Background: an optimization exercise with open tools, aiming at small area and a short achievable clock period. Do not read the settings as production practice. At most, simulation tests tie the RTL to the original design; equivalence was not proved. For run 2, only the layout was checked, not whether the RTL still works. Power figures rest on the tool's default switching activity, not on a simulated workload.

==> flow/standard.sh <==
#!/bin/bash
# synth_recipe.tcl (not shown) runs the flow's synth.tcl, then flattens the netlist and writes it again
# the make line also repeats each setting of config.mk as NAME=value (left out here)
make -C /OpenROAD-flow-scripts/flow DESIGN_CONFIG=/design/flow/config.mk WORK_HOME=/design/flow/orfs CLKGATE_MAP_FILE= SYNTH_SCRIPT=/design/flow/synth_recipe.tcl "${@:-finish}"
==> flow/flow/run.sh <==
#!/bin/bash
# The standard layout (the standard.sh, unchanged synthesis and steps), with the
# port buffers that the flow inserts on every input and output made from buf_2 cells.
# make's output goes to layout.log; each tool's own log is under orfs/logs/.
set -euo pipefail
bash standard.sh 'BUFFER_PORTS_ARGS=-buffer_cell sky130_fd_sc_hd__buf_2' finish > layout.log 2>&1
==> flow/design.v <==
`timescale 1ns / 1ps
module FIR_filter #(
    parameter  N1   = 8,
    parameter  N2 = 16 ,
    parameter integer N3  = 32
)(
    input  wire                      clk,
    input  wire                      rst,
    input  wire                      enable,
    input  wire signed [N2-1:0]    input_data,
    output  signed [N3-1:0]   sampleT,
   output   signed [N3-1:0] output_data
);
  reg [15:0] s0;
  reg [16:0] u0, u1, u2, u3, u4, u5;
  reg [7:0] ylo;
  reg yc;
  reg [16:0] yhp, yhg;
  wire vs1, vc2;
  fir_fa u_vs1 (.a(u1[0]), .b(u3[0]), .c(~s0[0]), .s(vs1), .co(vc2));
  wire vs3, vc4;
  fir_fa u_vs3 (.a(u1[1]), .b(u3[1]), .c(~s0[1]), .s(vs3), .co(vc4));
  wire vs5, vc6;
  fir_fa u_vs5 (.a(~u5[1]), .b(vc2), .c(vs3), .s(vs5), .co(vc6));
  wire vs7, vc8;
  fir_fa u_vs7 (.a(u1[2]), .b(u3[2]), .c(~s0[2]), .s(vs7), .co(vc8));
  wire vs9, vc10;
  fir_fa u_vs9 (.a(~u5[2]), .b(vc4), .c(vs7), .s(vs9), .co(vc10));
  wire vs11, vc12;
  fir_fa u_vs11 (.a(u1[3]), .b(u3[3]), .c(~s0[3]), .s(vs11), .co(vc12));
  wire vs13, vc14;
  fir_fa u_vs13 (.a(~u5[3]), .b(vc8), .c(vs11), .s(vs13), .co(vc14));
  wire vs15, vc16;
  fir_fa u_vs15 (.a(u1[4]), .b(u3[4]), .c(~s0[4]), .s(vs15), .co(vc16));
  wire vs17, vc18;
  fir_fa u_vs17 (.a(~u5[4]), .b(vc12), .c(vs15), .s(vs17), .co(vc18));
  wire vs19, vc20;
  fir_fa u_vs19 (.a(u1[5]), .b(u3[5]), .c(~s0[5]), .s(vs19), .co(vc20));
  wire vs21, vc22;
  fir_fa u_vs21 (.a(~u5[5]), .b(vc16), .c(vs19), .s(vs21), .co(vc22));
  wire vs23, vc24;
  fir_fa u_vs23 (.a(u1[6]), .b(u3[6]), .c(~s0[6]), .s(vs23), .co(vc24));
  wire vs25, vc26;
  fir_fa u_vs25 (.a(~u5[6]), .b(vc20), .c(vs23), .s(vs25), .co(vc26));
  wire vs27, vc28;
  fir_fa u_vs27 (.a(u1[7]), .b(u3[7]), .c(~s0[7]), .s(vs27), .co(vc28));
  wire vs29, vc30;
  fir_fa u_vs29 (.a(~u5[7]), .b(vc24), .c(vs27), .s(vs29), .co(vc30));
  wire vs31, vc32;
  fir_fa u_vs31 (.a(u1[8]), .b(u3[8]), .c(~s0[8]), .s(vs31), .co(vc32));
  wire vs33, vc34;
  fir_fa u_vs33 (.a(~u5[8]), .b(vc28), .c(vs31), .s(vs33), .co(vc34));
  wire vs35, vc36;
  fir_fa u_vs35 (.a(u1[9]), .b(u3[9]), .c(~s0[9]), .s(vs35), .co(vc36));
  wire vs37, vc38;
  fir_fa u_vs37 (.a(~u5[9]), .b(vc32), .c(vs35), .s(vs37), .co(vc38));
  wire vs39, vc40;
  fir_fa u_vs39 (.a(u1[10]), .b(u3[10]), .c(~s0[10]), .s(vs39), .co(vc40));
  wire vs41, vc42;
  fir_fa u_vs41 (.a(~u5[10]), .b(vc36), .c(vs39), .s(vs41), .co(vc42));
  wire vs43, vc44;
  fir_fa u_vs43 (.a(u1[11]), .b(u3[11]), .c(~s0[11]), .s(vs43), .co(vc44));
  wire vs45, vc46;
  fir_fa u_vs45 (.a(~u5[11]), .b(vc40), .c(vs43), .s(vs45), .co(vc46));
  wire vs47, vc48;
  fir_fa u_vs47 (.a(u1[12]), .b(u3[12]), .c(~s0[12]), .s(vs47), .co(vc48));
  wire vs49, vc50;
  fir_fa u_vs49 (.a(~u5[12]), .b(vc44), .c(vs47), .s(vs49), .co(vc50));
  wire vs51, vc52;
  fir_fa u_vs51 (.a(u1[13]), .b(u3[13]), .c(~s0[13]), .s(vs51), .co(vc52));
  wire vs53, vc54;
  fir_fa u_vs53 (.a(~u5[13]), .b(vc48), .c(vs51), .s(vs53), .co(vc54));
  wire vs55, vc56;
  fir_fa u_vs55 (.a(u1[14]), .b(u3[14]), .c(~s0[14]), .s(vs55), .co(vc56));
  wire vs57, vc58;
  fir_fa u_vs57 (.a(~u5[14]), .b(vc52), .c(vs55), .s(vs57), .co(vc58));
  wire vs59, vc60;
  fir_fa u_vs59 (.a(u1[15]), .b(u3[15]), .c(s0[15]), .s(vs59), .co(vc60));
  wire vs61, vc62;
  fir_fa u_vs61 (.a(~u5[15]), .b(vc56), .c(vs59), .s(vs61), .co(vc62));
  wire vs63, vc64;
  fir_fa u_vs63 (.a(~u1[16]), .b(~u3[16]), .c(u5[16]), .s(vs63), .co(vc64));
  wire vs65, vc66;
  fir_ha u_vs65 (.a(vc60), .b(vs63), .s(vs65), .co(vc66));
  wire qs67 = ~(~u5[0] ^ vs1);
  wire qc68 = ~u5[0] | vs1;
  wire qs69 = ~(qc68 ^ vs5);
  wire qc70 = qc68 | vs5;
  wire qs71 = ~(~u5[0] ^ vs1);
  wire qc72 = ~u5[0] | vs1;
  wire qs73, qc74;
  fir_fa u_qs73 (.a(vc6), .b(vs9), .c(qs71), .s(qs73), .co(qc74));
  wire qs75, qc76;
  fir_fa u_qs75 (.a(qc70), .b(qs73), .c(~input_data[0]), .s(qs75), .co(qc76));
  wire qs77 = ~(vc10 ^ qc72);
  wire qc78 = vc10 | qc72;
  wire qs79, qc80;
  fir_fa u_qs79 (.a(vs5), .b(vs13), .c(qc74), .s(qs79), .co(qc80));
  wire qs81, qc82;
  fir_fa u_qs81 (.a(qs77), .b(qs79), .c(~input_data[1]), .s(qs81), .co(qc82));
  wire qs83, qc84;
  fir_fa u_qs83 (.a(~input_data[3]), .b(qc76), .c(qs81), .s(qs83), .co(qc84));
  wire qs85, qc86;
  fir_fa u_qs85 (.a(u0[0]), .b(u1[0]), .c(u3[0]), .s(qs85), .co(qc86));
  wire qs87, qc88;
  fir_fa u_qs87 (.a(u4[0]), .b(qs85), .c(vc6), .s(qs87), .co(qc88));
  wire qs89, qc90;
  fir_fa u_qs89 (.a(vc14), .b(vs9), .c(vs17), .s(qs89), .co(qc90));
  wire qs91, qc92;
  fir_fa u_qs91 (.a(qc78), .b(qs87), .c(qs89), .s(qs91), .co(qc92));
  wire qs93, qc94;
  fir_fa u_qs93 (.a(qc80), .b(qs91), .c(~input_data[2]), .s(qs93), .co(qc94));
  wire qs95, qc96;
  fir_fa u_qs95 (.a(~input_data[4]), .b(qc82), .c(qs93), .s(qs95), .co(qc96));
  wire qs97, qc98;
  fir_fa u_qs97 (.a(u0[1]), .b(u1[1]), .c(u3[1]), .s(qs97), .co(qc98));
  wire qs99, qc100;
  fir_fa u_qs99 (.a(u4[1]), .b(qc86), .c(qs97), .s(qs99), .co(qc100));
  wire qs101, qc102;
  fir_fa u_qs101 (.a(vc10), .b(vc18), .c(vs13), .s(qs101), .co(qc102));
  wire qs103, qc104;
  fir_fa u_qs103 (.a(vs21), .b(qs99), .c(qc88), .s(qs103), .co(qc104));
  wire qs105, qc106;
  fir_fa u_qs105 (.a(qc90), .b(qs101), .c(qs103), .s(qs105), .co(qc106));
  wire qs107, qc108;
  fir_fa u_qs107 (.a(qc92), .b(qs105), .c(~input_data[3]), .s(qs107), .co(qc108));
  wire qs109, qc110;
  fir_fa u_qs109 (.a(~input_data[5]), .b(qc94), .c(qs107), .s(qs109), .co(qc110));
  wire qs111, qc112;
  fir_fa u_qs111 (.a(u0[2]), .b(u1[2]), .c(u3[2]), .s(qs111), .co(qc112));
  wire qs113, qc114;
  fir_fa u_qs113 (.a(u4[2]), .b(u2[0]), .c(qc98), .s(qs113), .co(qc114));
  wire qs115, qc116;
  fir_fa u_qs115 (.a(qs111), .b(vc14), .c(vc22), .s(qs115), .co(qc116));
  wire qs117, qc118;
  fir_fa u_qs117 (.a(qc100), .b(qs113), .c(vs17), .s(qs117), .co(qc118));
  wire qs119, qc120;
  fir_fa u_qs119 (.a(vs25), .b(qc102), .c(qs115), .s(qs119), .co(qc120));
  wire qs121, qc122;
  fir_fa u_qs121 (.a(qs117), .b(qc104), .c(qs119), .s(qs121), .co(qc122));
  wire qs123, qc124;
  fir_fa u_qs123 (.a(qc106), .b(~input_data[4]), .c(~input_data[6]), .s(qs123), .co(qc124));
  wire qs125, qc126;
  fir_fa u_qs125 (.a(qs121), .b(qc108), .c(qs123), .s(qs125), .co(qc126));
  wire qs127, qc128;
  fir_fa u_qs127 (.a(u0[3]), .b(u1[3]), .c(u3[3]), .s(qs127), .co(qc128));
  wire qs129, qc130;
  fir_fa u_qs129 (.a(u4[3]), .b(u2[1]), .c(qc112), .s(qs129), .co(qc130));
  wire qs131, qc132;
  fir_fa u_qs131 (.a(qs127), .b(qc114), .c(vc18), .s(qs131), .co(qc132));
  wire qs133, qc134;
  fir_fa u_qs133 (.a(vc26), .b(qs129), .c(vs21), .s(qs133), .co(qc134));
  wire qs135, qc136;
  fir_fa u_qs135 (.a(vs29), .b(qc116), .c(qc118), .s(qs135), .co(qc136));
  wire qs137, qc138;
  fir_fa u_qs137 (.a(qs131), .b(qs133), .c(qc120), .s(qs137), .co(qc138));
  wire qs139, qc140;
  fir_fa u_qs139 (.a(qs135), .b(qc122), .c(qs137), .s(qs139), .co(qc140));
  wire qs141, qc142;
  fir_fa u_qs141 (.a(~input_data[5]), .b(~input_data[7]), .c(qc124), .s(qs141), .co(qc142));
  wire qs143, qc144;
  fir_fa u_qs143 (.a(qs139), .b(qc126), .c(qs141), .s(qs143), .co(qc144));
  wire qs145, qc146;
  fir_fa u_qs145 (.a(u0[4]), .b(u1[4]), .c(u3[4]), .s(qs145), .co(qc146));
  wire qs147, qc148;
  fir_fa u_qs147 (.a(u4[4]), .b(u2[2]), .c(qc128), .s(qs147), .co(qc148));
  wire qs149, qc150;
  fir_fa u_qs149 (.a(qs145), .b(qc130), .c(vc22), .s(qs149), .co(qc150));
  wire qs151, qc152;
  fir_fa u_qs151 (.a(vc30), .b(qs147), .c(vs25), .s(qs151), .co(qc152));
  wire qs153, qc154;
  fir_fa u_qs153 (.a(vs33), .b(qc132), .c(qc134), .s(qs153), .co(qc154));
  wire qs155, qc156;
  fir_fa u_qs155 (.a(qs149), .b(qs151), .c(qc136), .s(qs155), .co(qc156));
  wire qs157, qc158;
  fir_fa u_qs157 (.a(qs153), .b(qc138), .c(qs155), .s(qs157), .co(qc158));
  wire qs159, qc160;
  fir_fa u_qs159 (.a(~input_data[6]), .b(~input_data[8]), .c(qc140), .s(qs159), .co(qc160));
  wire qs161, qc162;
  fir_fa u_qs161 (.a(qs157), .b(qc142), .c(qs159), .s(qs161), .co(qc162));
  wire qs163, qc164;
  fir_fa u_qs163 (.a(u0[5]), .b(u1[5]), .c(u3[5]), .s(qs163), .co(qc164));
  wire qs165, qc166;
  fir_fa u_qs165 (.a(u4[5]), .b(u2[3]), .c(qc146), .s(qs165), .co(qc166));
  wire qs167, qc168;
  fir_fa u_qs167 (.a(qs163), .b(qc148), .c(vc26), .s(qs167), .co(qc168));
  wire qs169, qc170;
  fir_fa u_qs169 (.a(vc34), .b(qs165), .c(vs29), .s(qs169), .co(qc170));
  wire qs171, qc172;
  fir_fa u_qs171 (.a(vs37), .b(qc150), .c(qc152), .s(qs171), .co(qc172));
  wire qs173, qc174;
  fir_fa u_qs173 (.a(qs167), .b(qs169), .c(qc154), .s(qs173), .co(qc174));
  wire qs175, qc176;
  fir_fa u_qs175 (.a(qs171), .b(qc156), .c(qs173), .s(qs175), .co(qc176));
  wire qs177, qc178;
  fir_fa u_qs177 (.a(~input_data[7]), .b(~input_data[9]), .c(qc158), .s(qs177), .co(qc178));
  wire qs179, qc180;
  fir_fa u_qs179 (.a(qs175), .b(qc160), .c(qs177), .s(qs179), .co(qc180));
  wire qs181, qc182;
  fir_fa u_qs181 (.a(u0[6]), .b(u1[6]), .c(u3[6]), .s(qs181), .co(qc182));
  wire qs183, qc184;
  fir_fa u_qs183 (.a(u4[6]), .b(u2[4]), .c(qc164), .s(qs183), .co(qc184));
  wire qs185, qc186;
  fir_fa u_qs185 (.a(qs181), .b(qc166), .c(vc30), .s(qs185), .co(qc186));
  wire qs187, qc188;
  fir_fa u_qs187 (.a(vc38), .b(qs183), .c(vs33), .s(qs187), .co(qc188));
  wire qs189, qc190;
  fir_fa u_qs189 (.a(vs41), .b(qc168), .c(qc170), .s(qs189), .co(qc190));
  wire qs191, qc192;
  fir_fa u_qs191 (.a(qs185), .b(qs187), .c(qc172), .s(qs191), .co(qc192));
  wire qs193, qc194;
  fir_fa u_qs193 (.a(qs189), .b(qc174), .c(qs191), .s(qs193), .co(qc194));
  wire qs195, qc196;
  fir_fa u_qs195 (.a(~input_data[8]), .b(~input_data[10]), .c(qc176), .s(qs195), .co(qc196));
  wire qs197, qc198;
  fir_fa u_qs197 (.a(qs193), .b(qc178), .c(qs195), .s(qs197), .co(qc198));
  wire qs199, qc200;
  fir_fa u_qs199 (.a(u0[7]), .b(u1[7]), .c(u3[7]), .s(qs199), .co(qc200));
  wire qs201, qc202;
  fir_fa u_qs201 (.a(u4[7]), .b(u2[5]), .c(qc182), .s(qs201), .co(qc202));
  wire qs203, qc204;
  fir_fa u_qs203 (.a(qs199), .b(qc184), .c(vc34), .s(qs203), .co(qc204));
  wire qs205, qc206;
  fir_fa u_qs205 (.a(vc42), .b(qs201), .c(vs37), .s(qs205), .co(qc206));
  wire qs207, qc208;
  fir_fa u_qs207 (.a(vs45), .b(qc186), .c(qc188), .s(qs207), .co(qc208));
  wire qs209, qc210;
  fir_fa u_qs209 (.a(qs203), .b(qs205), .c(qc190), .s(qs209), .co(qc210));
  wire qs211, qc212;
  fir_fa u_qs211 (.a(qs207), .b(qc192), .c(qs209), .s(qs211), .co(qc212));
  wire qs213, qc214;
  fir_fa u_qs213 (.a(~input_data[9]), .b(~input_data[11]), .c(qc194), .s(qs213), .co(qc214));
  wire qs215, qc216;
  fir_fa u_qs215 (.a(qs211), .b(qc196), .c(qs213), .s(qs215), .co(qc216));
  wire qs217, qc218;
  fir_fa u_qs217 (.a(u0[8]), .b(u1[8]), .c(u3[8]), .s(qs217), .co(qc218));
  wire qs219, qc220;
  fir_fa u_qs219 (.a(u4[8]), .b(u2[6]), .c(qc200), .s(qs219), .co(qc220));
  wire qs221, qc222;
  fir_fa u_qs221 (.a(qs217), .b(qc202), .c(vc38), .s(qs221), .co(qc222));
  wire qs223, qc224;
  fir_fa u_qs223 (.a(vc46), .b(qs219), .c(vs41), .s(qs223), .co(qc224));
  wire qs225, qc226;
  fir_fa u_qs225 (.a(vs49), .b(qc204), .c(qc206), .s(qs225), .co(qc226));
  wire qs227, qc228;
  fir_fa u_qs227 (.a(qs221), .b(qs223), .c(qc208), .s(qs227), .co(qc228));
  wire qs229, qc230;
  fir_fa u_qs229 (.a(qs225), .b(qc210), .c(qs227), .s(qs229), .co(qc230));
  wire qs231, qc232;
  fir_fa u_qs231 (.a(~input_data[10]), .b(~input_data[12]), .c(qc212), .s(qs231), .co(qc232));
  wire qs233, qc234;
  fir_fa u_qs233 (.a(qs229), .b(qc214), .c(qs231), .s(qs233), .co(qc234));
  wire qs235, qc236;
  fir_fa u_qs235 (.a(u0[9]), .b(u1[9]), .c(u3[9]), .s(qs235), .co(qc236));
  wire qs237, qc238;
  fir_fa u_qs237 (.a(u4[9]), .b(u2[7]), .c(qc218), .s(qs237), .co(qc238));
  wire qs239, qc240;
  fir_fa u_qs239 (.a(qs235), .b(qc220), .c(vc42), .s(qs239), .co(qc240));
  wire qs241, qc242;
  fir_fa u_qs241 (.a(vc50), .b(qs237), .c(vs45), .s(qs241), .co(qc242));
  wire qs243, qc244;
  fir_fa u_qs243 (.a(vs53), .b(qc222), .c(qc224), .s(qs243), .co(qc244));
  wire qs245, qc246;
  fir_fa u_qs245 (.a(qs239), .b(qs241), .c(qc226), .s(qs245), .co(qc246));
  wire qs247, qc248;
  fir_fa u_qs247 (.a(qs243), .b(qc228), .c(qs245), .s(qs247), .co(qc248));
  wire qs249, qc250;
  fir_fa u_qs249 (.a(~input_data[11]), .b(~input_data[13]), .c(qc230), .s(qs249), .co(qc250));
  wire qs251, qc252;
  fir_fa u_qs251 (.a(qs247), .b(qc232), .c(qs249), .s(qs251), .co(qc252));
  wire qs253, qc254;
  fir_fa u_qs253 (.a(u0[10]), .b(u1[10]), .c(u3[10]), .s(qs253), .co(qc254));
  wire qs255, qc256;
  fir_fa u_qs255 (.a(u4[10]), .b(u2[8]), .c(qc236), .s(qs255), .co(qc256));
  wire qs257, qc258;
  fir_fa u_qs257 (.a(qs253), .b(qc238), .c(vc46), .s(qs257), .co(qc258));
  wire qs259, qc260;
  fir_fa u_qs259 (.a(vc54), .b(qs255), .c(vs49), .s(qs259), .co(qc260));
  wire qs261, qc262;
  fir_fa u_qs261 (.a(vs57), .b(qc240), .c(qc242), .s(qs261), .co(qc262));
  wire qs263, qc264;
  fir_fa u_qs263 (.a(qs257), .b(qs259), .c(qc244), .s(qs263), .co(qc264));
  wire qs265, qc266;
  fir_fa u_qs265 (.a(qs261), .b(qc246), .c(qs263), .s(qs265), .co(qc266));
  wire qs267, qc268;
  fir_fa u_qs267 (.a(~input_data[12]), .b(~input_data[14]), .c(qc248), .s(qs267), .co(qc268));
  wire qs269, qc270;
  fir_fa u_qs269 (.a(qs265), .b(qc250), .c(qs267), .s(qs269), .co(qc270));
  wire qs271, qc272;
  fir_fa u_qs271 (.a(u0[11]), .b(u1[11]), .c(u3[11]), .s(qs271), .co(qc272));
  wire qs273, qc274;
  fir_fa u_qs273 (.a(u4[11]), .b(u2[9]), .c(qc254), .s(qs273), .co(qc274));
  wire qs275, qc276;
  fir_fa u_qs275 (.a(qs271), .b(qc256), .c(vc50), .s(qs275), .co(qc276));
  wire qs277, qc278;
  fir_fa u_qs277 (.a(vc58), .b(qs273), .c(vs53), .s(qs277), .co(qc278));
  wire qs279, qc280;
  fir_fa u_qs279 (.a(vs61), .b(qc258), .c(qc260), .s(qs279), .co(qc280));
  wire qs281, qc282;
  fir_fa u_qs281 (.a(qs275), .b(qs277), .c(qc262), .s(qs281), .co(qc282));
  wire qs283, qc284;
  fir_fa u_qs283 (.a(qs279), .b(qc264), .c(qs281), .s(qs283), .co(qc284));
  wire qs285, qc286;
  fir_fa u_qs285 (.a(~input_data[13]), .b(input_data[15]), .c(qc266), .s(qs285), .co(qc286));
  wire qs287, qc288;
  fir_fa u_qs287 (.a(qs283), .b(qc268), .c(qs285), .s(qs287), .co(qc288));
  wire qs289, qc290;
  fir_fa u_qs289 (.a(u0[12]), .b(u1[12]), .c(u3[12]), .s(qs289), .co(qc290));
  wire qs291, qc292;
  fir_fa u_qs291 (.a(u4[12]), .b(u2[10]), .c(qc272), .s(qs291), .co(qc292));
  wire qs293, qc294;
  fir_fa u_qs293 (.a(qs289), .b(vs65), .c(qc274), .s(qs293), .co(qc294));
  wire qs295, qc296;
  fir_fa u_qs295 (.a(vc54), .b(vc62), .c(qs291), .s(qs295), .co(qc296));
  wire qs297, qc298;
  fir_fa u_qs297 (.a(vs57), .b(qc276), .c(qs293), .s(qs297), .co(qc298));
  wire qs299, qc300;
  fir_fa u_qs299 (.a(qc278), .b(qs295), .c(qs297), .s(qs299), .co(qc300));
  wire qs301, qc302;
  fir_fa u_qs301 (.a(qc280), .b(qc282), .c(qs299), .s(qs301), .co(qc302));
  wire qs303, qc304;
  fir_fa u_qs303 (.a(~input_data[14]), .b(qc284), .c(qs301), .s(qs303), .co(qc304));
  wire qs305, qc306;
  fir_ha u_qs305 (.a(qc286), .b(qs303), .s(qs305), .co(qc306));
  wire qs307, qc308;
  fir_fa u_qs307 (.a(u0[13]), .b(u1[13]), .c(u3[13]), .s(qs307), .co(qc308));
  wire qs309, qc310;
  fir_fa u_qs309 (.a(u4[13]), .b(u2[11]), .c(vc64), .s(qs309), .co(qc310));
  wire qs311, qc312;
  fir_fa u_qs311 (.a(qc290), .b(qs307), .c(vc66), .s(qs311), .co(qc312));
  wire qs313, qc314;
  fir_fa u_qs313 (.a(qc292), .b(vc58), .c(qs309), .s(qs313), .co(qc314));
  wire qs315, qc316;
  fir_fa u_qs315 (.a(vs61), .b(qs311), .c(qc294), .s(qs315), .co(qc316));
  wire qs317, qc318;
  fir_fa u_qs317 (.a(qc296), .b(qs313), .c(qc298), .s(qs317), .co(qc318));
  wire qs319, qc320;
  fir_fa u_qs319 (.a(qs315), .b(qc300), .c(qs317), .s(qs319), .co(qc320));
  wire qs321, qc322;
  fir_fa u_qs321 (.a(input_data[15]), .b(qc302), .c(qs319), .s(qs321), .co(qc322));
  wire qs323, qc324;
  fir_fa u_qs323 (.a(qc304), .b(qs321), .c(qc306), .s(qs323), .co(qc324));
  wire qs325, qc326;
  fir_fa u_qs325 (.a(u0[14]), .b(u1[14]), .c(u3[14]), .s(qs325), .co(qc326));
  wire qs327 = ~(u4[14] ^ u2[12]);
  wire qc328 = u4[14] | u2[12];
  wire qs329, qc330;
  fir_fa u_qs329 (.a(qc308), .b(qs325), .c(qs327), .s(qs329), .co(qc330));
  wire qs331, qc332;
  fir_fa u_qs331 (.a(vs65), .b(qc310), .c(vc62), .s(qs331), .co(qc332));
  wire qs333, qc334;
  fir_fa u_qs333 (.a(qs329), .b(qc312), .c(qc314), .s(qs333), .co(qc334));
  wire qs335, qc336;
  fir_fa u_qs335 (.a(qs331), .b(qc316), .c(qs333), .s(qs335), .co(qc336));
  wire qs337, qc338;
  fir_fa u_qs337 (.a(qc318), .b(qs335), .c(qc320), .s(qs337), .co(qc338));
  wire qs339, qc340;
  fir_ha u_qs339 (.a(qc322), .b(qs337), .s(qs339), .co(qc340));
  wire qs341, qc342;
  fir_fa u_qs341 (.a(u0[15]), .b(u1[15]), .c(u3[15]), .s(qs341), .co(qc342));
  wire qs343 = ~(u4[15] ^ u2[13]);
  wire qc344 = u4[15] | u2[13];
  wire qs345, qc346;
  fir_fa u_qs345 (.a(vc64), .b(qc326), .c(qc328), .s(qs345), .co(qc346));
  wire qs347, qc348;
  fir_fa u_qs347 (.a(qs341), .b(qs343), .c(vc66), .s(qs347), .co(qc348));
  wire qs349, qc350;
  fir_fa u_qs349 (.a(qc330), .b(qs345), .c(qs347), .s(qs349), .co(qc350));
  wire qs351, qc352;
  fir_fa u_qs351 (.a(qc332), .b(qs349), .c(qc334), .s(qs351), .co(qc352));
  wire qs353, qc354;
  fir_fa u_qs353 (.a(qc336), .b(qs351), .c(qc338), .s(qs353), .co(qc354));
  wire qs355, qc356;
  fir_fa u_qs355 (.a(~u0[16]), .b(~u1[16]), .c(~u3[16]), .s(qs355), .co(qc356));
  wire qs357, qc358;
  fir_fa u_qs357 (.a(~u4[16]), .b(u2[14]), .c(qc342), .s(qs357), .co(qc358));
  wire qs359, qc360;
  fir_fa u_qs359 (.a(qc344), .b(qs355), .c(qc346), .s(qs359), .co(qc360));
  wire qs361, qc362;
  fir_fa u_qs361 (.a(qs357), .b(qc348), .c(qs359), .s(qs361), .co(qc362));
  wire qs363, qc364;
  fir_fa u_qs363 (.a(qc350), .b(qs361), .c(qc352), .s(qs363), .co(qc364));
  wire qs365 = ~(u2[15] ^ qc356);
  wire qc366 = u2[15] | qc356;
  wire qs367, qc368;
  fir_fa u_qs367 (.a(qc358), .b(qs365), .c(qc360), .s(qs367), .co(qc368));
  wire qs369, qc370;
  fir_ha u_qs369 (.a(qc362), .b(qs367), .s(qs369), .co(qc370));
  wire qs371 = ~(~u2[16] ^ qc366);
  wire qc372 = ~u2[16] | qc366;
  wire qs373, qc374;
  fir_fa u_qs373 (.a(qs371), .b(qc368), .c(qc370), .s(qs373), .co(qc374));
  wire [8:0] qa = {1'b0, qs143, qc110, qc96, qc84, qs83, ~input_data[2], qs69, qs67};
  wire [8:0] qb = {1'b0, 1'b0, qs125, qs109, qs95, 1'b0, qs75, ~input_data[1], ~input_data[0]};
  wire [8:0] ylo_next_p = qa ^ qb;
  wire [8:0] ylo_next_g = qa & qb;
  wire [7:0] ylo_next_c;
  fir_pfx_ylo_next u_pfx_ylo_next (.p(ylo_next_p[7:0]), .g(ylo_next_g[7:0]), .c(ylo_next_c));
  wire [8:0] ylo_next = ylo_next_p ^ {ylo_next_c, 1'b0};
  wire [16:0] yha_next = {1'b1, qc372, qs373, qs369, qs363, qc340, qs339, qs323, qs305, qc270, qc252, qc234, qc216, qc198, qc180, qc162, qc144};
  wire [16:0] yhb_next = {1'b0, qc374, 1'b0, qc364, qc354, qs353, qc324, 1'b0, qc288, qs287, qs269, qs251, qs233, qs215, qs197, qs179, qs161};
  wire [16:0] yhp_next = yha_next ^ yhb_next;
  wire [16:0] yhg_next = yha_next & yhb_next;
  wire [16:0] ui_a = {input_data[15], input_data};
  wire [16:0] ui_b = {s0[15], s0};
  wire [16:0] u_in_p = ui_a ^ ui_b;
  wire [16:0] u_in_g = ui_a & ui_b;
  wire [15:0] u_in_c;
  fir_pfx_u_in u_pfx_u_in (.p(u_in_p[15:0]), .g(u_in_g[15:0]), .c(u_in_c));
  wire [16:0] u_in = u_in_p ^ {u_in_c, 1'b0};
  wire [17:0] yo_p = {yhp, 1'b0};
  wire [17:0] yo_g = {yhg, yc};
  wire [16:0] yo_c;
  fir_pfx_yo u_pfx_yo (.p(yo_p[16:0]), .g(yo_g[16:0]), .c(yo_c));
  wire [17:0] yo = yo_p ^ {yo_c, 1'b0};
  wire yo_sgn0;
  fir_xor u_yo_sgn0 (.a(yo_p[17]), .b(yo_c[16]), .y(yo_sgn0));
  wire yo_sgn1;
  fir_xor u_yo_sgn1 (.a(yo_p[17]), .b(yo_c[16]), .y(yo_sgn1));
  wire yo_sgn2;
  fir_xor u_yo_sgn2 (.a(yo_p[17]), .b(yo_c[16]), .y(yo_sgn2));
  wire yo_sgn3;
  fir_xor u_yo_sgn3 (.a(yo_p[17]), .b(yo_c[16]), .y(yo_sgn3));
  wire [24:0] y = {yo[17:1], ylo};
  wire [7:0] ysign = {{2{yo_sgn3}}, {2{yo_sgn2}}, {2{yo_sgn1}}, {2{yo_sgn0}}};
  always @(posedge clk) begin
    if (rst) begin
      s0 <= 16'd0;
      u0 <= 17'd0; u1 <= 17'd0; u2 <= 17'd0; u3 <= 17'd0; u4 <= 17'd0; u5 <= 17'd0;
      ylo <= 8'd0; yc <= 1'b0; yhp <= 17'd0; yhg <= 17'd0;
    end else if (enable) begin
      ylo <= ylo_next[7:0]; yc <= ylo_next[8]; yhp <= yhp_next; yhg <= yhg_next;
      s0 <= input_data;
      u0 <= u_in; u1 <= u0; u2 <= u1; u3 <= u2; u4 <= u3; u5 <= u4;
    end
  end
  assign output_data = {ysign, y[23:0]};
  assign sampleT = {{16{s0[15]}}, s0};
endmodule
module fir_fa (input wire a, input wire b, input wire c, output wire s, output wire co);
  assign s = a ^ b ^ c;
  assign co = (a & b) | (a & c) | (b & c);
endmodule
module fir_ha (input wire a, input wire b, output wire s, output wire co);
  assign s = a ^ b;
  assign co = a & b;
endmodule
module fir_xor (input wire a, input wire b, output wire y);
  assign y = a ^ b;
endmodule
module fir_pfx_ylo_next (input wire [7:0] p, input wire [7:0] g, output wire [7:0] c);
  wire G1 = g[1] | (p[1] & g[0]);
  wire P2 = p[1] & p[0];
  wire G3 = g[3] | (p[3] & g[2]);
  wire P4 = p[3] & p[2];
  wire G5 = g[5] | (p[5] & g[4]);
  wire P6 = p[5] & p[4];
  wire G7 = g[7] | (p[7] & g[6]);
  wire P8 = p[7] & p[6];
  wire G9 = g[2] | (p[2] & G1);
  wire P10 = p[2] & P2;
  wire G11 = G3 | (P4 & G1);
  wire P12 = P4 & P2;
  wire G13 = g[6] | (p[6] & G5);
  wire P14 = p[6] & P6;
  wire G15 = G7 | (P8 & G5);
  wire P16 = P8 & P6;
  wire G17 = g[4] | (p[4] & G11);
  wire P18 = p[4] & P12;
  wire G19 = G5 | (P6 & G11);
  wire P20 = P6 & P12;
  wire G21 = G13 | (P14 & G11);
  wire P22 = P14 & P12;
  wire G23 = G15 | (P16 & G11);
  wire P24 = P16 & P12;
  assign c = {G23, G21, G19, G17, G11, G9, G1, g[0]};
endmodule
module fir_pfx_yo (input wire [16:0] p, input wire [16:0] g, output wire [16:0] c);
  wire G1 = g[1] | (p[1] & g[0]);
  wire P2 = p[1] & p[0];
  wire G3 = g[3] | (p[3] & g[2]);
  wire P4 = p[3] & p[2];
  wire G5 = g[5] | (p[5] & g[4]);
  wire P6 = p[5] & p[4];
  wire G7 = g[7] | (p[7] & g[6]);
  wire P8 = p[7] & p[6];
  wire G9 = g[9] | (p[9] & g[8]);
  wire P10 = p[9] & p[8];
  wire G11 = g[11] | (p[11] & g[10]);
  wire P12 = p[11] & p[10];
  wire G13 = g[13] | (p[13] & g[12]);
  wire P14 = p[13] & p[12];
  wire G15 = g[15] | (p[15] & g[14]);
  wire P16 = p[15] & p[14];
  wire G17 = g[2] | (p[2] & G1);
  wire P18 = p[2] & P2;
  wire G19 = G3 | (P4 & G1);
  wire P20 = P4 & P2;
  wire G21 = g[6] | (p[6] & G5);
  wire P22 = p[6] & P6;
  wire G23 = G7 | (P8 & G5);
  wire P24 = P8 & P6;
  wire G25 = g[10] | (p[10] & G9);
  wire P26 = p[10] & P10;
  wire G27 = G11 | (P12 & G9);
  wire P28 = P12 & P10;
  wire G29 = g[14] | (p[14] & G13);
  wire P30 = p[14] & P14;
  wire G31 = G15 | (P16 & G13);
  wire P32 = P16 & P14;
  wire G33 = g[4] | (p[4] & G19);
  wire P34 = p[4] & P20;
  wire G35 = G5 | (P6 & G19);
  wire P36 = P6 & P20;
  wire G37 = G21 | (P22 & G19);
  wire P38 = P22 & P20;
  wire G39 = G23 | (P24 & G19);
  wire P40 = P24 & P20;
  wire G41 = g[12] | (p[12] & G27);
  wire P42 = p[12] & P28;
  wire G43 = G13 | (P14 & G27);
  wire P44 = P14 & P28;
  wire G45 = G29 | (P30 & G27);
  wire P46 = P30 & P28;
  wire G47 = G31 | (P32 & G27);
  wire P48 = P32 & P28;
  wire G49 = g[8] | (p[8] & G39);
  wire P50 = p[8] & P40;
  wire G51 = G9 | (P10 & G39);
  wire P52 = P10 & P40;
  wire G53 = G25 | (P26 & G39);
  wire P54 = P26 & P40;
  wire G55 = G27 | (P28 & G39);
  wire P56 = P28 & P40;
  wire G57 = G41 | (P42 & G39);
  wire P58 = P42 & P40;
  wire G59 = G43 | (P44 & G39);
  wire P60 = P44 & P40;
  wire G61 = G45 | (P46 & G39);
  wire P62 = P46 & P40;
  wire G63 = G47 | (P48 & G39);
  wire P64 = P48 & P40;
  wire G65 = g[16] | (p[16] & G63);
  wire P66 = p[16] & P64;
  assign c = {G65, G63, G61, G59, G57, G55, G53, G51, G49, G39, G37, G35, G33, G19, G17, G1, g[0]};
endmodule
module fir_pfx_u_in (input wire [15:0] p, input wire [15:0] g, output wire [15:0] c);
  wire G1 = g[1] | (p[1] & g[0]);
  wire P2 = p[1] & p[0];
  wire G3 = g[3] | (p[3] & g[2]);
  wire P4 = p[3] & p[2];
  wire G5 = g[5] | (p[5] & g[4]);
  wire P6 = p[5] & p[4];
  wire G7 = g[7] | (p[7] & g[6]);
  wire P8 = p[7] & p[6];
  wire G9 = g[9] | (p[9] & g[8]);
  wire P10 = p[9] & p[8];
  wire G11 = g[11] | (p[11] & g[10]);
  wire P12 = p[11] & p[10];
  wire G13 = g[13] | (p[13] & g[12]);
  wire P14 = p[13] & p[12];
  wire G15 = g[15] | (p[15] & g[14]);
  wire P16 = p[15] & p[14];
  wire G17 = g[2] | (p[2] & G1);
  wire P18 = p[2] & P2;
  wire G19 = G3 | (P4 & G1);
  wire P20 = P4 & P2;
  wire G21 = g[6] | (p[6] & G5);
  wire P22 = p[6] & P6;
  wire G23 = G7 | (P8 & G5);
  wire P24 = P8 & P6;
  wire G25 = g[10] | (p[10] & G9);
  wire P26 = p[10] & P10;
  wire G27 = G11 | (P12 & G9);
  wire P28 = P12 & P10;
  wire G29 = g[14] | (p[14] & G13);
  wire P30 = p[14] & P14;
  wire G31 = G15 | (P16 & G13);
  wire P32 = P16 & P14;
  wire G33 = g[4] | (p[4] & G19);
  wire P34 = p[4] & P20;
  wire G35 = G5 | (P6 & G19);
  wire P36 = P6 & P20;
  wire G37 = G21 | (P22 & G19);
  wire P38 = P22 & P20;
  wire G39 = G23 | (P24 & G19);
  wire P40 = P24 & P20;
  wire G41 = g[12] | (p[12] & G27);
  wire P42 = p[12] & P28;
  wire G43 = G13 | (P14 & G27);
  wire P44 = P14 & P28;
  wire G45 = G29 | (P30 & G27);
  wire P46 = P30 & P28;
  wire G47 = G31 | (P32 & G27);
  wire P48 = P32 & P28;
  wire G49 = g[8] | (p[8] & G39);
  wire P50 = p[8] & P40;
  wire G51 = G9 | (P10 & G39);
  wire P52 = P10 & P40;
  wire G53 = G25 | (P26 & G39);
  wire P54 = P26 & P40;
  wire G55 = G27 | (P28 & G39);
  wire P56 = P28 & P40;
  wire G57 = G41 | (P42 & G39);
  wire P58 = P42 & P40;
  wire G59 = G43 | (P44 & G39);
  wire P60 = P44 & P40;
  wire G61 = G45 | (P46 & G39);
  wire P62 = P46 & P40;
  wire G63 = G47 | (P48 & G39);
  wire P64 = P48 & P40;
  assign c = {G63, G61, G59, G57, G55, G53, G51, G49, G39, G37, G35, G33, G19, G17, G1, g[0]};
endmodule
==> flow/constraint.sdc <==
create_clock -name core_clock -period 12.0 [get_ports {clk}]
set_input_delay 2.4000 -clock core_clock [delete_from_list [all_inputs] [get_ports {clk}]]
set_output_delay 2.4000 -clock core_clock [all_outputs]
set_load 0.01 [all_outputs]
==> flow/config.mk <==
export PLATFORM = sky130hd
export DESIGN_NAME = FIR_filter
export DESIGN_NICKNAME = FIR_filter
export VERILOG_FILES = /design/flow/design.v
export SDC_FILE = /design/flow/constraint.sdc
export NUM_CORES = 4
export LEC_CHECK = 0
export CAP_MARGIN = 20
export CORE_MARGIN = 2
export CORE_UTILIZATION = 60
export CTS_BUF_LIST = sky130_fd_sc_hd__clkbuf_8
export CTS_CLUSTER_DIAMETER = 100
export CTS_CLUSTER_SIZE = 40
export PLACE_DENSITY = 0.7
export SLEW_MARGIN = 20
export SYNTH_HIERARCHICAL = 1
export SYNTH_MINIMUM_KEEP_SIZE = 0
==> reports/qor.yml, run 1 <==
post-place-cells: 1250
drive_above_1_share_pct: 12.6
final_cell_mix: "fa_1 (175), nor2_1 (172), dfxtp_1 (158)"
ys_ff_latch: 158
synthCells: 1029
postCtsHoldBufs: 0
wire_per_inst_microns: 16.9
fillCellCount: 1543
die_x_microns: 142
crit_path_start_kind: "register"
whs_ps: 481
routed_wl_microns: 21600
final_common_cell: "fa_1"
rsz0062_at_grt: "no"
fin_nets: 1276
grt_overflow: 0
syn_avg_cell_area_sq_um: 11.2
postCtsSetupBuffers: 0
peakVddDrop_mv: 0.150
cp_max_fo: 5
crit_type: "reg2reg"
post-route-period-util_pct: 42.5
grt_pass1_wl_microns: 36200
cp-end-kind: "register"
placementRows: 50
area_growth_syn_to_layout_pct: 3.35
numCtsBuffers: 17
finalNonFillerCells: 1282
hold_start: "ylo[3]"
whs_endpoint: "ylo[3]"
grt_usage_pct: 23.2
place_hpwl_microns: 17000
via_per_inst: 5.35
cts_tree: "done"
holdPathStages: 2
die-area_sq_um: 20300
first_pass_iters: 8
run_status: "timing/DRC/antenna clean"
ys.flop_type: "dfxtp_1"
ff_latch_area_sq_um: 3160
p_total_mw: 2.42
async_reset_ff_share_pct: 0
drc_errors: 0
globalplace.congestion: 0.859
ant_nets: 0
min_period_ps: 5100
relSlewSlack_pct: 31.8
fin_worst_skew_ps: 9.48
reg2reg_depth: 14
fin_setup_tns_ps: 0
antenna_found_initial: 0
clockBufferDepth: 2
crit_arrival_ps: 5480
cp.required_ps: 12380
power_density_nw_per_um2: 204
cts_resized: 0
hold_viol: 0
tightest_slew_ps: 1020
syn_area_sq_um: 11500
hold_path.class: "reg2reg"
max_freq_mhz: 196
yosys_warnings: 7
maxSlewViolCount: 0
rrSetupSlack_ps: 6900
clkSlewWorstSetupHoldPaths_ps: 90
maxCapViolCount: 0
core-area_sq_um: 18800
grt_pass1_vias: 7375
multiInputGateArea_sq_um: 7330
ios: 83
yosysSeqAreaShare_pct: 27.5
ys_types: 53
grt_start_max_net_pins: 117
die_height_microns: 142
clk_latency_ps: 460
vias: 6857
setup_violations: 0
r2r_start: "s0[1]"
cts.sink_count: 158
cts_root_buffer: "clkbuf_8"
portBuffers: 82
start_util_pct: 61.3
r2r-end: "ylo[7]"
drtIter0Drc: 289
p_leak_nw: 5.58
finish.utilization_pct: 63.3
synth_edf_count: 0
htree_levels: 4
diodes: 0
-- critical path, stage by stage, from the launching register on --
cell      delay [ps]
dfxtp_1          380
inv_1             70
fa_1             450
fa_1             450
fa_1             400
fa_1             480
fa_1             420
fa_1             560
fa_1             410
ha_1             350
and2_1           180
a31o_1           170
or3_1            340
xnor2_1          140
a211oi_1         210
-- per-stage QoR --
stage | instance area [sq um] | setup slack [ps]
CTS | 11900 | 6890
finish | 11900 | 6900
global route | 11900 | 6710
floorplan | 11500 | 7000
global placement | 11500 | 6990
detailed placement | 11500 | 6900
-- power breakdown --
group,switching [mW],total [mW],internal [mW]
sequential,0.0535,0.633,0.579
combinational,0.718,1.42,0.697
clock,0.206,0.375,0.169
total,0.978,2.42,1.44
-- cells in the mapped netlist (4+ instances only) --
cell | instances | area (sq um)
buf_2 | 10 | 50.1
inv_1 | 77 | 289
fa_1 | 175 | 3500
buf_6 | 8 | 90.1
a21o_1 | 18 | 135
mux2i_1 | 134 | 1340
o21ai_0 | 4 | 20.0
nor2_1 | 172 | 646
ha_1 | 47 | 588
xor2_1 | 20 | 175
a211oi_1 | 23 | 173
nand2_1 | 13 | 48.8
a21oi_1 | 16 | 80.1
clkbuf_1 | 10 | 37.5
xnor2_1 | 23 | 201
dfxtp_1 | 158 | 3160
buf_4 | 73 | 548
-- layout make-up --
| class | count | area share [%] |
|---|---|---|
| clock buffers | 18 | 2.08 |
| clock inverters | 14 | 1.00 |
| inverters | 78 | 2.46 |
| multi-input cells | 696 | 61.7 |
| flip-flops and latches | 158 | 26.6 |
| well taps | 234 | 2.46 |
| repair buffers | 84 | 3.67 |
-- worst max-delay path by stage --
stage                     slack [ps]  depth (start not counted)   from      to
after global routing            6710                         14  s0[1]  ylo[7]
after CTS                       6890                         14  s0[1]  ylo[7]
final                           6900                         14  s0[1]  ylo[7]
after global placement          6990                         14  s0[1]  ylo[7]
after floorplan                 7000                         15  s0[1]  ylo[7]
after detailed placement        6900                         14  s0[1]  ylo[7]
-- Yosys stat by module (local to each module, per instance) --
module | copies in the design | cells
fir_xor | 4 | 1
fir_pfx_u_in | 1 | 57
fir_fa | 175 | 1
fir_pfx_yo | 1 | 73
fir_pfx_ylo_next | 1 | 27
fir_ha | 4 | 1
FIR_filter | 1 | 689
-- registers in the layout, summed over array words and instances (netlist names) --
register and flops:
u2 17, u1 17, s0 16, u3 17
ylo 8, u4 17, yc 1, yhg 14
u0 17, yhp 17, u5 17
-- per-layer routing --
layer / up-vias / track usage (%) / part of all wire, %
li1: 3288 / - / -
met5: - / 0 / 0
met3: 28 / 4.34 / 2.9
met4: 0 / 7.14 / 2.1
met1: 3420 / 25.0 / 38
met2: 121 / 45.5 / 57
-- logic make-up after synthesis --
family	share of synthesized area, %
flip-flops	27.5
other	0.0326
adder cells (fa/ha/maj)	35.6
AO/OA/AOI/OAI	6.06
XOR/XNOR	3.27
AND/OR/NAND/NOR	6.97
buffers and inverters	8.92
multiplexers	11.7
==> inputs of run 2 (changes only) <==
--- a/flow/design.v
+++ b/flow/design.v
@@ -13,9 +13,9 @@
 );
   reg [15:0] s0;
   reg [16:0] u0, u1, u2, u3, u4, u5;
-  reg [7:0] ylo;
+  reg [9:0] ylo;
   reg yc;
-  reg [16:0] yhp, yhg;
+  reg [14:0] yha, yhb;
   wire vs1, vc2;
   fir_fa u_vs1 (.a(u1[0]), .b(u3[0]), .c(~s0[0]), .s(vs1), .co(vc2));
   wire vs3, vc4;
@@ -390,17 +390,15 @@
   wire qc372 = ~u2[16] | qc366;
   wire qs373, qc374;
   fir_fa u_qs373 (.a(qs371), .b(qc368), .c(qc370), .s(qs373), .co(qc374));
-  wire [8:0] qa = {1'b0, qs143, qc110, qc96, qc84, qs83, ~input_data[2], qs69, qs67};
-  wire [8:0] qb = {1'b0, 1'b0, qs125, qs109, qs95, 1'b0, qs75, ~input_data[1], ~input_data[0]};
-  wire [8:0] ylo_next_p = qa ^ qb;
-  wire [8:0] ylo_next_g = qa & qb;
-  wire [7:0] ylo_next_c;
-  fir_pfx_ylo_next u_pfx_ylo_next (.p(ylo_next_p[7:0]), .g(ylo_next_g[7:0]), .c(ylo_next_c));
-  wire [8:0] ylo_next = ylo_next_p ^ {ylo_next_c, 1'b0};
-  wire [16:0] yha_next = {1'b1, qc372, qs373, qs369, qs363, qc340, qs339, qs323, qs305, qc270, qc252, qc234, qc216, qc198, qc180, qc162, qc144};
-  wire [16:0] yhb_next = {1'b0, qc374, 1'b0, qc364, qc354, qs353, qc324, 1'b0, qc288, qs287, qs269, qs251, qs233, qs215, qs197, qs179, qs161};
-  wire [16:0] yhp_next = yha_next ^ yhb_next;
-  wire [16:0] yhg_next = yha_next & yhb_next;
+  wire [10:0] qa = {1'b0, qc162, qc144, qs143, qc110, qc96, qc84, qs83, ~input_data[2], qs69, qs67};
+  wire [10:0] qb = {1'b0, qs179, qs161, 1'b0, qs125, qs109, qs95, 1'b0, qs75, ~input_data[1], ~input_data[0]};
+  wire [10:0] ylo_next_p = qa ^ qb;
+  wire [10:0] ylo_next_g = qa & qb;
+  wire [9:0] ylo_next_c;
+  fir_pfx_ylo_next u_pfx_ylo_next (.p(ylo_next_p[9:0]), .g(ylo_next_g[9:0]), .c(ylo_next_c));
+  wire [10:0] ylo_next = ylo_next_p ^ {ylo_next_c, 1'b0};
+  wire [14:0] yha_next = {1'b1, qc372, qs373, qs369, qs363, qc340, qs339, qs323, qs305, qc270, qc252, qc234, qc216, qc198, qc180};
+  wire [14:0] yhb_next = {1'b0, qc374, 1'b0, qc364, qc354, qs353, qc324, 1'b0, qc288, qs287, qs269, qs251, qs233, qs215, qs197};
   wire [16:0] ui_a = {input_data[15], input_data};
   wire [16:0] ui_b = {s0[15], s0};
   wire [16:0] u_in_p = ui_a ^ ui_b;
@@ -408,33 +406,26 @@
   wire [15:0] u_in_c;
   fir_pfx_u_in u_pfx_u_in (.p(u_in_p[15:0]), .g(u_in_g[15:0]), .c(u_in_c));
   wire [16:0] u_in = u_in_p ^ {u_in_c, 1'b0};
-  wire [17:0] yo_p = {yhp, 1'b0};
-  wire [17:0] yo_g = {yhg, yc};
-  wire [16:0] yo_c;
-  fir_pfx_yo u_pfx_yo (.p(yo_p[16:0]), .g(yo_g[16:0]), .c(yo_c));
-  wire [17:0] yo = yo_p ^ {yo_c, 1'b0};
-  wire yo_sgn0;
-  fir_xor u_yo_sgn0 (.a(yo_p[17]), .b(yo_c[16]), .y(yo_sgn0));
-  wire yo_sgn1;
-  fir_xor u_yo_sgn1 (.a(yo_p[17]), .b(yo_c[16]), .y(yo_sgn1));
-  wire yo_sgn2;
-  fir_xor u_yo_sgn2 (.a(yo_p[17]), .b(yo_c[16]), .y(yo_sgn2));
-  wire yo_sgn3;
-  fir_xor u_yo_sgn3 (.a(yo_p[17]), .b(yo_c[16]), .y(yo_sgn3));
-  wire [24:0] y = {yo[17:1], ylo};
-  wire [7:0] ysign = {{2{yo_sgn3}}, {2{yo_sgn2}}, {2{yo_sgn1}}, {2{yo_sgn0}}};
+  wire [15:0] yo_a = {yha, yc};
+  wire [15:0] yo_b = {yhb, yc};
+  wire [15:0] yo_p = yo_a ^ yo_b;
+  wire [15:0] yo_g = yo_a & yo_b;
+  wire [14:0] yo_c;
+  fir_pfx_yo u_pfx_yo (.p(yo_p[14:0]), .g(yo_g[14:0]), .c(yo_c));
+  wire [15:0] yo = yo_p ^ {yo_c, 1'b0};
+  wire [24:0] y = {yo[15:1], ylo};
   always @(posedge clk) begin
     if (rst) begin
       s0 <= 16'd0;
       u0 <= 17'd0; u1 <= 17'd0; u2 <= 17'd0; u3 <= 17'd0; u4 <= 17'd0; u5 <= 17'd0;
-      ylo <= 8'd0; yc <= 1'b0; yhp <= 17'd0; yhg <= 17'd0;
+      ylo <= 10'd0; yc <= 1'b0; yha <= 15'd0; yhb <= 15'd0;
     end else if (enable) begin
-      ylo <= ylo_next[7:0]; yc <= ylo_next[8]; yhp <= yhp_next; yhg <= yhg_next;
+      ylo <= ylo_next[9:0]; yc <= ylo_next[10]; yha <= yha_next; yhb <= yhb_next;
       s0 <= input_data;
       u0 <= u_in; u1 <= u0; u2 <= u1; u3 <= u2; u4 <= u3; u5 <= u4;
     end
   end
-  assign output_data = {ysign, y[23:0]};
+  assign output_data = {{7{y[24]}}, y};
   assign sampleT = {{16{s0[15]}}, s0};
 endmodule
 module fir_fa (input wire a, input wire b, input wire c, output wire s, output wire co);
@@ -445,10 +436,7 @@
   assign s = a ^ b;
   assign co = a & b;
 endmodule
-module fir_xor (input wire a, input wire b, output wire y);
-  assign y = a ^ b;
-endmodule
-module fir_pfx_ylo_next (input wire [7:0] p, input wire [7:0] g, output wire [7:0] c);
+module fir_pfx_ylo_next (input wire [9:0] p, input wire [9:0] g, output wire [9:0] c);
   wire G1 = g[1] | (p[1] & g[0]);
   wire P2 = p[1] & p[0];
   wire G3 = g[3] | (p[3] & g[2]);
@@ -457,25 +445,31 @@
   wire P6 = p[5] & p[4];
   wire G7 = g[7] | (p[7] & g[6]);
   wire P8 = p[7] & p[6];
-  wire G9 = g[2] | (p[2] & G1);
-  wire P10 = p[2] & P2;
-  wire G11 = G3 | (P4 & G1);
-  wire P12 = P4 & P2;
-  wire G13 = g[6] | (p[6] & G5);
-  wire P14 = p[6] & P6;
-  wire G15 = G7 | (P8 & G5);
-  wire P16 = P8 & P6;
-  wire G17 = g[4] | (p[4] & G11);
-  wire P18 = p[4] & P12;
-  wire G19 = G5 | (P6 & G11);
-  wire P20 = P6 & P12;
-  wire G21 = G13 | (P14 & G11);
-  wire P22 = P14 & P12;
-  wire G23 = G15 | (P16 & G11);
-  wire P24 = P16 & P12;
-  assign c = {G23, G21, G19, G17, G11, G9, G1, g[0]};
+  wire G9 = g[9] | (p[9] & g[8]);
+  wire P10 = p[9] & p[8];
+  wire G11 = g[2] | (p[2] & G1);
+  wire P12 = p[2] & P2;
+  wire G13 = G3 | (P4 & G1);
+  wire P14 = P4 & P2;
+  wire G15 = g[6] | (p[6] & G5);
+  wire P16 = p[6] & P6;
+  wire G17 = G7 | (P8 & G5);
+  wire P18 = P8 & P6;
+  wire G19 = g[4] | (p[4] & G13);
+  wire P20 = p[4] & P14;
+  wire G21 = G5 | (P6 & G13);
+  wire P22 = P6 & P14;
+  wire G23 = G15 | (P16 & G13);
+  wire P24 = P16 & P14;
+  wire G25 = G17 | (P18 & G13);
+  wire P26 = P18 & P14;
+  wire G27 = g[8] | (p[8] & G25);
+  wire P28 = p[8] & P26;
+  wire G29 = G9 | (P10 & G25);
+  wire P30 = P10 & P26;
+  assign c = {G29, G27, G25, G23, G21, G19, G13, G11, G1, g[0]};
 endmodule
-module fir_pfx_yo (input wire [16:0] p, input wire [16:0] g, output wire [16:0] c);
+module fir_pfx_yo (input wire [14:0] p, input wire [14:0] g, output wire [14:0] c);
   wire G1 = g[1] | (p[1] & g[0]);
   wire P2 = p[1] & p[0];
   wire G3 = g[3] | (p[3] & g[2]);
@@ -490,59 +484,49 @@
   wire P12 = p[11] & p[10];
   wire G13 = g[13] | (p[13] & g[12]);
   wire P14 = p[13] & p[12];
-  wire G15 = g[15] | (p[15] & g[14]);
-  wire P16 = p[15] & p[14];
-  wire G17 = g[2] | (p[2] & G1);
-  wire P18 = p[2] & P2;
-  wire G19 = G3 | (P4 & G1);
-  wire P20 = P4 & P2;
-  wire G21 = g[6] | (p[6] & G5);
-  wire P22 = p[6] & P6;
-  wire G23 = G7 | (P8 & G5);
-  wire P24 = P8 & P6;
-  wire G25 = g[10] | (p[10] & G9);
-  wire P26 = p[10] & P10;
-  wire G27 = G11 | (P12 & G9);
-  wire P28 = P12 & P10;
-  wire G29 = g[14] | (p[14] & G13);
-  wire P30 = p[14] & P14;
-  wire G31 = G15 | (P16 & G13);
-  wire P32 = P16 & P14;
-  wire G33 = g[4] | (p[4] & G19);
-  wire P34 = p[4] & P20;
-  wire G35 = G5 | (P6 & G19);
-  wire P36 = P6 & P20;
-  wire G37 = G21 | (P22 & G19);
-  wire P38 = P22 & P20;
-  wire G39 = G23 | (P24 & G19);
-  wire P40 = P24 & P20;
-  wire G41 = g[12] | (p[12] & G27);
-  wire P42 = p[12] & P28;
-  wire G43 = G13 | (P14 & G27);
-  wire P44 = P14 & P28;
-  wire G45 = G29 | (P30 & G27);
-  wire P46 = P30 & P28;
-  wire G47 = G31 | (P32 & G27);
-  wire P48 = P32 & P28;
-  wire G49 = g[8] | (p[8] & G39);
-  wire P50 = p[8] & P40;
-  wire G51 = G9 | (P10 & G39);
-  wire P52 = P10 & P40;
-  wire G53 = G25 | (P26 & G39);
-  wire P54 = P26 & P40;
-  wire G55 = G27 | (P28 & G39);
-  wire P56 = P28 & P40;
-  wire G57 = G41 | (P42 & G39);
-  wire P58 = P42 & P40;
-  wire G59 = G43 | (P44 & G39);
-  wire P60 = P44 & P40;
-  wire G61 = G45 | (P46 & G39);
-  wire P62 = P46 & P40;
-  wire G63 = G47 | (P48 & G39);
-  wire P64 = P48 & P40;
-  wire G65 = g[16] | (p[16] & G63);
-  wire P66 = p[16] & P64;
-  assign c = {G65, G63, G61, G59, G57, G55, G53, G51, G49, G39, G37, G35, G33, G19, G17, G1, g[0]};
+  wire G15 = g[2] | (p[2] & G1);
+  wire P16 = p[2] & P2;
+  wire G17 = G3 | (P4 & G1);
+  wire P18 = P4 & P2;
+  wire G19 = g[6] | (p[6] & G5);
+  wire P20 = p[6] & P6;
+  wire G21 = G7 | (P8 & G5);
+  wire P22 = P8 & P6;
+  wire G23 = g[10] | (p[10] & G9);
+  wire P24 = p[10] & P10;
+  wire G25 = G11 | (P12 & G9);
+  wire P26 = P12 & P10;
+  wire G27 = g[14] | (p[14] & G13);
+  wire P28 = p[14] & P14;
+  wire G29 = g[4] | (p[4] & G17);
+  wire P30 = p[4] & P18;
+  wire G31 = G5 | (P6 & G17);
+  wire P32 = P6 & P18;
+  wire G33 = G19 | (P20 & G17);
+  wire P34 = P20 & P18;
+  wire G35 = G21 | (P22 & G17);
+  wire P36 = P22 & P18;
+  wire G37 = g[12] | (p[12] & G25);
+  wire P38 = p[12] & P26;
+  wire G39 = G13 | (P14 & G25);
+  wire P40 = P14 & P26;
+  wire G41 = G27 | (P28 & G25);
+  wire P42 = P28 & P26;
+  wire G43 = g[8] | (p[8] & G35);
+  wire P44 = p[8] & P36;
+  wire G45 = G9 | (P10 & G35);
+  wire P46 = P10 & P36;
+  wire G47 = G23 | (P24 & G35);
+  wire P48 = P24 & P36;
+  wire G49 = G25 | (P26 & G35);
+  wire P50 = P26 & P36;
+  wire G51 = G37 | (P38 & G35);
+  wire P52 = P38 & P36;
+  wire G53 = G39 | (P40 & G35);
+  wire P54 = P40 & P36;
+  wire G55 = G41 | (P42 & G35);
+  wire P56 = P42 & P36;
+  assign c = {G55, G53, G51, G49, G47, G45, G43, G35, G33, G31, G29, G17, G15, G1, g[0]};
 endmodule
 module fir_pfx_u_in (input wire [15:0] p, input wire [15:0] g, output wire [15:0] c);
   wire G1 = g[1] | (p[1] & g[0]);
==> flow/run.sh (new file) <==
#!/bin/bash
# synth_recipe.tcl (not shown) runs the flow's synth.tcl, then flattens the netlist and writes it again
# the make line also repeats each setting of config.mk as NAME=value (left out here)
make -C /OpenROAD-flow-scripts/flow DESIGN_CONFIG=/design/flow/config.mk WORK_HOME=/design/flow/orfs CLKGATE_MAP_FILE= SYNTH_SCRIPT=/design/flow/synth_recipe.tcl finish
removed: flow/flow/run.sh
removed: flow/standard.sh
==> reports/qor.yml, run 2 <==
via_per_inst: 5.27  # -1.6%
vias: 6634  # -3.3%
drive_above_1_share_pct: 6.63  # -6.0 points
synthTopCellsByArea: "fa_1 (31%), dfxtp_1 (27%), mux2i_1 (11%)"
diodes: 0  # unchanged
grt_usage_pct: 22.7  # -0.56 points
wire_per_inst_microns: 16.8  # -0.49%
clk_latency_ps: 460  # about the same
numCtsBuffers: 17  # unchanged
cp_slowest_cell: "clkdlybuf4s50_1"
cts_root_buffer: "clkbuf_8"
slowest_delay_ps: 640  # +80 ps
ant_nets: 0  # unchanged
crit_arrival_ps: 3320  # -2160 ps
portBuffers: 82  # unchanged
grt_pass1_vias: 7146  # -3.1%
synthCells: 1005  # -2.3%
antenna_found_initial: 0  # unchanged
first_pass_iters: 4  # -4
p_leak_nw: 5.52  # -1.1%
crit_path_start_kind: "register"
r2r_start: "s0[1]"
max_freq_mhz: 175  # -11%
power_density_nw_per_um2: 211  # +3.7%
clkSlewWorstSetupHoldPaths_ps: 80  # about the same
syn_area_sq_um: 11400  # -0.58%
place_hpwl_microns: 16700  # -1.6%
hold_path.class: "reg2reg"
cp.required_ps: 9600  # -2780 ps
clockBufferDepth: 2  # unchanged
crit_family: "compound AO/OA/AOI/OAI gates"
path_buf_inv: 1  # unchanged
cts_tree: "done"
crit_cells: 8  # -6
cp-end-kind: "primary output"
synth_edf_count: 0  # unchanged
crit_chain: "ha_1, a21o_1, a31o_4, a22oi_4, o221ai_2, o31a_1, xor2_1, clkdlybuf4s50_1"
grt_start_max_net_pins: 117  # unchanged
postCtsSetupBuffers: 0  # unchanged
fin_nets: 1254  # -1.7%
ys_top_cells_by_count: "fa_1 (175), nor2_1 (166), dfxtp_1 (156), mux2i_1 (129), inv_1 (75)"
rsz0062_at_grt: "no"
drtIter0Drc: 246  # -15%
postCtsHoldBufs: 0  # unchanged
min_period_ps: 5720  # +617 ps
cts.sink_count: 156  # -1.3%
synth_most_common_cell: "fa_1"
reg2reg_depth: 15  # +1
r2r-end: "ylo[9]"
yosys_warnings: 7  # unchanged
crit_type: "reg2out"
drc_errors: 0  # unchanged
ios: 83  # unchanged
dp_slack_ps: 6370  # -535 ps
syn_avg_cell_area_sq_um: 11.4  # +1.8%
die-area_sq_um: 20200  # -0.56%
fin_setup_tns_ps: 0  # unchanged
fin_ws_ps: 6280  # -617 ps
final_cell_mix: "fa_1 (175), nor2_1 (166), dfxtp_1 (156)"
cts_resized: 0  # unchanged
maxSlewViolCount: 0  # unchanged
rrSetupSlack_ps: 6720  # -180 ps
fin_worst_skew_ps: 21.7  # +12.3 ps
final_common_cell: "fa_1"
place_area_sq_um: 11800  # +2.8%
ys_types: 47  # -11%
tightest_slew_ps: 1100  # +73.7 ps
yosysTopAreaCellShare_pct: 30.6  # +0.18 points
start_util_pct: 61.1  # -0.15 points
maxCapViolCount: 0  # unchanged
worstSetupStartpoint: "yha[0]"
yosysSeqAreaShare_pct: 27.3  # -0.19 points
ys_ff_latch: 156  # -1.3%
relSlewSlack_pct: 26.9  # -4.9 points
fillCellCount: 1464  # -5.1%
post-route-period-util_pct: 47.6  # +5.1 points
globalplace.congestion: 0.838  # -2.5%
placementRows: 50  # unchanged
run_status: "timing/DRC/antenna clean"
crit_end: "output_data[26]"
cp_max_fo: 8  # +3
htree_levels: 4  # unchanged
core-area_sq_um: 18700  # -0.33%
holdPathStages: 2  # unchanged
die_x_microns: 142  # -0.28%
ys.flop_type: "dfxtp_1"
async_reset_ff_share_pct: 0  # unchanged
area_growth_syn_to_layout_pct: 7.37
peakVddDrop_mv: 0.140  # -6.5%
die_height_microns: 142  # -0.28%
grt_pass1_wl_microns: 35100  # -2.9%
hold_viol: 0  # unchanged
routed_wl_microns: 21100  # -2.2%
setup_violations: 0  # unchanged
design_area_sq_um: 12300  # +3.3%
synth_area_leader_cell: "fa_1"
grt_overflow: 0  # unchanged
run 2: logic make-up (layout without fill, tap and decap cells):
logic type      after synthesis  in the layout  share of synthesized area [%]
fa+ha+maj                   222            222                           35.8
simple gates                197            197                           6.85
buf+inv                     177            192                           9.05
flops                       156            156                           27.3
mux                         129            129                           11.3
compound gates               83             83                           6.62
xor+xnor                     40             40                           3.06
other cells                   1              7                         0.0328
run 2: worst min-delay path by stage:
stage                     startpoint  endpoint  slack (ps)
after floorplan              yha[14]   yha[14]         450
after global placement       yha[14]   yha[14]         460
after detailed placement       u5[6]     u5[6]         480
after CTS                     u5[10]    u5[10]         510
after global routing         yha[14]   yha[14]         530
final                         u5[11]    u5[11]         500
run 2: tightest hold or removal path: stages (launching register included):
cell	delay (ps)
dfxtp_1	330
mux2i_1	60
nor2_1	70
run 2: modules after synthesis, one instance, submodules excluded:
| module | flops+latches | times used | cells inside |
|---|---|---|---|
| fir_ha | 0 | 4 | 1 |
| FIR_filter | 156 | 1 | 681 |
| fir_pfx_yo | 0 | 1 | 51 |
| fir_fa | 0 | 175 | 1 |
| fir_pfx_u_in | 0 | 1 | 57 |
| fir_pfx_ylo_next | 0 | 1 | 37 |
run 2: metal layers:
| metal | GRT usage [%] | routed length [microns] | up-vias |
|---|---|---|---|
| li1 | - | - | 3195 |
| met1 | 25.2 | 8040 | 3340 |
| met2 | 43.6 | 12100 | 71 |
| met3 | 3.94 | 481 | 28 |
| met4 | 7.26 | 474 | 0 |
| met5 | 0 | 0 | - |
run 2: area by class of cell:
class                           instances  area (sq um)  area share (%)
Clock buffer                           18           248            2.02
Sequential cell                       156          3120            25.4
Clock inverter                         14           193            1.57
Multi-Input combinational cell        678          7300            59.5
Inverter                               76           285            2.32
Timing Repair Buffer                   84           837            6.82
Tap cell                              234           293            2.38
run 2: metrics by stage:
step / power (mW) / hold slack (ps) / instances / utilization (%)
after floorplan: 1.91 / 454 / 1011 / -
after global placement: 2.19 / 465 / 1228 / 63.3
after detailed placement: 2.21 / 484 / 1228 / 63.3
after CTS: 2.66 / 508 / 1260 / 65.6
after global routing: 2.83 / 530 / 1260 / 65.6
final: 2.60 / 499 / 1260 / 65.6
run 2: where the power goes:
part	total, mW	internal, mW	switching (mW)
clock	0.440	0.232	0.208
sequential	0.614	0.573	0.0409
combinational	1.54	0.772	0.770

-- afterwards: timing with drivers on the ports --
Ports are ideal in the flow. The routed layouts listed here were re-timed in OpenROAD. Step 1, drivers: a clkbuf_16 drives clk and a buf_2 each remaining input, both assumed. Step 2 also shifts input and output timing later by t, the mid clock arrival at the registers, as if the neighbouring blocks saw the same clock. a / b / c = no drivers / after step 1 / after step 2; a / b = the first two.
| run | t, ns | slack for setup (ns) | hold WS [ns] | slew at the worst register clock pin (ns) | cell pins on the clock port's net |
|---|---|---|---|---|---|
| run 1 | 0.499 | 6.900 / 6.900 / 6.900 | 0.481 / 0.481 / 0.481 | 0.09 / 0.09 | 1 |
| run 2 | 0.491 | 6.284 / 6.245 / 6.382 | 0.499 / 0.499 / 0.499 | 0.10 / 0.10 | 1 |
After both steps every run listed still meets setup and hold.
